What follows belongs to an exercise in optimizing a design on an open flow for small area, a short achievable clock period and few clock cycles per item; a production flow would make more cautious choices. Where RTL was checked, it was by simulation tests only, not by an equivalence proof against the original.

Design ysyx_041461_MUL, start of the top module:
module ysyx_041461_MUL(
    input  wire   [0:0]  clk             ,
    input  wire   [0:0]  rst             ,
    input  wire   [0:0]  MUL_valid_in    ,
    input  wire   [1:0]  MUL_signed      ,
    input  wire   [63:0] MUL_multiplicand,
    input  wire   [63:0] MUL_multiplier  ,
    output wire   [0:0]  MUL_valid_out   ,
    output wire   [63:0] MUL_result_hi   ,
    output wire   [63:0] MUL_result_lo
);
reg        idle;
reg [10:1] ph;
always @(posedge clk or posedge rst) begin
    if (rst) begin
        idle <= 1'b1;
        ph   <= 10'b0;
    end else begin
        idle <= (idle & ~MUL_valid_in) | ph[10];
        ph   <= {ph[9:1], idle & MUL_valid_in};
    end
end
assign MUL_valid_out = ph[10];
wire [0:0] first;
assign first[0] = ph[1];
wire m01_in = ~MUL_signed[1] & MUL_signed[0];
reg [64:0] X;
reg        m01_r, ext_r, b0_r;
always @(posedge clk) begin
    X     <= {MUL_signed[1] & MUL_multiplicand[63], MUL_multiplicand};
    m01_r <= m01_in;
    b0_r  <= MUL_multiplier[0] & ~m01_in;
    ext_r <= MUL_signed[1] & MUL_signed[0] & MUL_multiplier[63];
end
reg [63:0] Q;
wire [7:0] chunk;
always @(posedge clk) begin
    Q <= {chunk, Q[63:8]};
end
wire [8:0] win_in = {MUL_multiplier[8:1], 1'b0};
wire [64:0] Bx = {MUL_signed[1] & MUL_signed[0] & MUL_multiplier[63], MUL_multiplier};
  ...
Size: roughly 2100 cells after synthesis, ~260 I/O pins, about 24000 sq um of cells after synthesis.
make LEC_CHECK=0 CAP_MARGIN=20 CELL_PAD_IN_SITES_DETAIL_PLACEMENT=1 CELL_PAD_IN_SITES_GLOBAL_PLACEMENT=2 CORE_MARGIN=2 CORE_UTILIZATION=30 CTS_CLUSTER_DIAMETER=100 CTS_CLUSTER_SIZE=25 SETUP_SLACK_MARGIN=5 SLEW_MARGIN=20 SYNTH_HIERARCHICAL=1 finish   # period 8.0 ns
run.sh (not shown) runs the stock make flow with config.mk's settings and CLKGATE_MAP_FILE= SYNTH_SCRIPT=/design/flow/synth_recipe.tcl, a recipe that flattens the netlist after the stock synthesis.
Testbench counts at the start, summed over its fixed seeds: cycles 26,400, items 2,400.
Change:
--- a/flow/design.v
+++ b/flow/design.v
@@ -59,22 +59,21 @@
     end else begin
         idle <= (idle & ~MUL_valid_in) | ph[10];
         ph   <= {ph[9:1], idle & MUL_valid_in};
     end
 end
 assign MUL_valid_out = ph[10];
 wire [0:0] first;
 assign first[0] = ph[1];
 wire m01_in = ~MUL_signed[1] & MUL_signed[0];
-reg [64:0] X;
+wire [64:0] X = {MUL_signed[1] & MUL_multiplicand[63], MUL_multiplicand};
 reg        m01_r, ext_r, b0_r;
 always @(posedge clk) begin
-    X     <= {MUL_signed[1] & MUL_multiplicand[63], MUL_multiplicand};
     m01_r <= m01_in;
     b0_r  <= MUL_multiplier[0] & ~m01_in;
     ext_r <= MUL_signed[1] & MUL_signed[0] & MUL_multiplier[63];
 end
 reg [63:0] Q;
 wire [7:0] chunk;
 always @(posedge clk) begin
     Q <= {chunk, Q[63:8]};
 end
Result: The new run completed without violations. Setup slack is worse by 0.26 ns. Wire length went up by about 4.5%. Final cell count drops by 2.8%. Critical path depth climbs by 1. Count of clock-buffer cells in the layout shrinks by 3. Global-route usage rose by 2.0 points. Via count is higher by 0.67%. Maximum frequency went down by about 8%. Hold slack is better by 0.0037 ns.
Function not checked in the second run of this note: the RTL went through the layout flow alone.

---

## oak
Another version of the RTL of ysyx_041461_MUL (not shown whole).
Size: ~2,200 cells after synthesis, about 260 I/O pins, roughly 24,000 um2 of cells after synthesis.
==> flow/config.mk <==
export PLATFORM = sky130hd
export DESIGN_NAME = ysyx_041461_MUL
export DESIGN_NICKNAME = ysyx_041461_MUL
export VERILOG_FILES = /design/flow/design.v
export SDC_FILE = /design/flow/constraint.sdc
export NUM_CORES = 4
export LEC_CHECK = 0
export CAP_MARGIN = 20
export CELL_PAD_IN_SITES_DETAIL_PLACEMENT = 1
export CELL_PAD_IN_SITES_GLOBAL_PLACEMENT = 2
export CORE_MARGIN = 2
export CORE_UTILIZATION = 30
export SETUP_SLACK_MARGIN = 5
export SLEW_MARGIN = 20
export SYNTH_HIERARCHICAL = 1
==> flow/constraint.sdc <==
create_clock -name core_clock -period 8.0 [get_ports {clk}]
set_input_delay 1.6000 -clock core_clock [delete_from_list [all_inputs] [get_ports {clk}]]
set_output_delay 1.6000 -clock core_clock [all_outputs]
set_load 0.01 [all_outputs]
Modified inputs, pine compared to oak
--- a/flow/design.v
+++ b/flow/design.v
@@ -71,37 +71,30 @@
 always @(posedge clk or posedge rst) begin
     if (rst) first_r2 <= {1{1'b1}};
     else     first_r2 <= idle & MUL_valid_in;
 end
 assign first[2] = first_r2;
 wire m01_in = ~MUL_signed[1] & MUL_signed[0];
 reg [64:0] X;
-reg        m01_r, ext_r, b0_r;
+reg        m01_r, ext_r;
 always @(posedge clk) begin
     X     <= {MUL_signed[1] & MUL_multiplicand[63], MUL_multiplicand};
     m01_r <= m01_in;
-    b0_r  <= MUL_multiplier[0] & ~m01_in;
     ext_r <= MUL_signed[1] & MUL_signed[0] & MUL_multiplier[63];
 end
 reg [63:0] Q;
 wire [7:0] chunk;
 always @(posedge clk) begin
-    Q <= {chunk, Q[63:8]};
+    if (idle) Q <= MUL_multiplier;
+    else      Q <= {chunk, Q[63:8]};
 end
 wire [8:0] win_in = {MUL_multiplier[8:1], 1'b0};
-wire [64:0] Bx = {MUL_signed[1] & MUL_signed[0] & MUL_multiplier[63], MUL_multiplier};
-wire [8:0] win    = ({9{idle}} & win_in) |
-                     ({9{ph[1]}} & Bx[16:8]) |
-                     ({9{ph[2]}} & Bx[24:16]) |
-                     ({9{ph[3]}} & Bx[32:24]) |
-                     ({9{ph[4]}} & Bx[40:32]) |
-                     ({9{ph[5]}} & Bx[48:40]) |
-                     ({9{ph[6]}} & Bx[56:48]) |
-                     ({9{ph[7]}} & Bx[64:56]);
-wire       mz     = m01_in;
+wire [8:0] win_q  = {ph[7] ? ext_r : Q[16], Q[15:8]};
+wire [8:0] win    = idle ? win_in : win_q;
+wire       mz     = idle ? m01_in : m01_r;
 wire [3:0] enc_neg, enc_one, enc_two;
 genvar e;
 generate for (e = 0; e < 4; e = e + 1) begin : enc
     assign enc_neg[e] = ~mz & win[2*e+2];
     assign enc_one[e] = ~mz & (win[2*e+1] ^ win[2*e]);
     assign enc_two[e] = ~mz & ((win[2*e+2] & ~win[2*e+1] & ~win[2*e]) |
                                (~win[2*e+2] & win[2*e+1] & win[2*e]));
@@ -387,15 +380,15 @@
 assign pp3[62] = ((Xs[62] & sel_one2[3]) | (X2[62] & sel_two2[3])) ^ sel_neg2[3];
 assign pp3[63] = ((Xs[63] & sel_one2[3]) | (X2[63] & sel_two2[3])) ^ sel_neg2[3];
 assign pp3[64] = ((Xs[64] & sel_one2[3]) | (X2[64] & sel_two2[3])) ^ sel_neg2[3];
 assign pp3[65] = ~((X[64] & (sel_one2[3] | sel_two2[3])) ^ sel_neg2[3]);
 wire [2:0] neg_in = sel_neg0[2:0];
 reg [75:0] S, C;
 reg        n3;
-wire       b0 = b0_r;
+wire       b0 = Q[0] & ~m01_r;
 wire       q0 = b0 & X[64];
 wire [66:0] b0row = {~q0, q0, q0, X[63:0] & {64{b0}}};
 wire [69:0] s_in, c_in;
 assign s_in[0] = S[8] & ~first[0];
 assign c_in[0] = first[0] ? 1'b0 : C[8];
 assign s_in[1] = S[9] & ~first[0];
 assign c_in[1] = first[0] ? 1'b0 : C[9];
==> comparison <==
[compare] base=oak new=pine: cell count down about 0.34%, die area up 2400 um2, number of buffers added for setup after CTS up 11. In the final reports, the cell area of pine is larger than that of oak. In pine the setup slack turned out 25 ps lower than in oak. pine reached the final stage; the timing, design-rule and antenna checks on its layout passed. Comparing minimum hold slack for pine and oak, the smaller number came from oak. Delta (pine minus oak): non-clock buffer count climbed 2.5%; length of routed met2 wiring shows an increase of 4.7%. Compared with oak, in pine worst hold path stage count stayed essentially flat; routed wire length rose by about 2.4%. Compared with oak, multi-input logic cell count in pine decreased slightly.
Testbench counts of pine, summed over its fixed seeds: cycles 26,400, items 2,400.
Function not checked in oak: the RTL went through the layout flow alone.
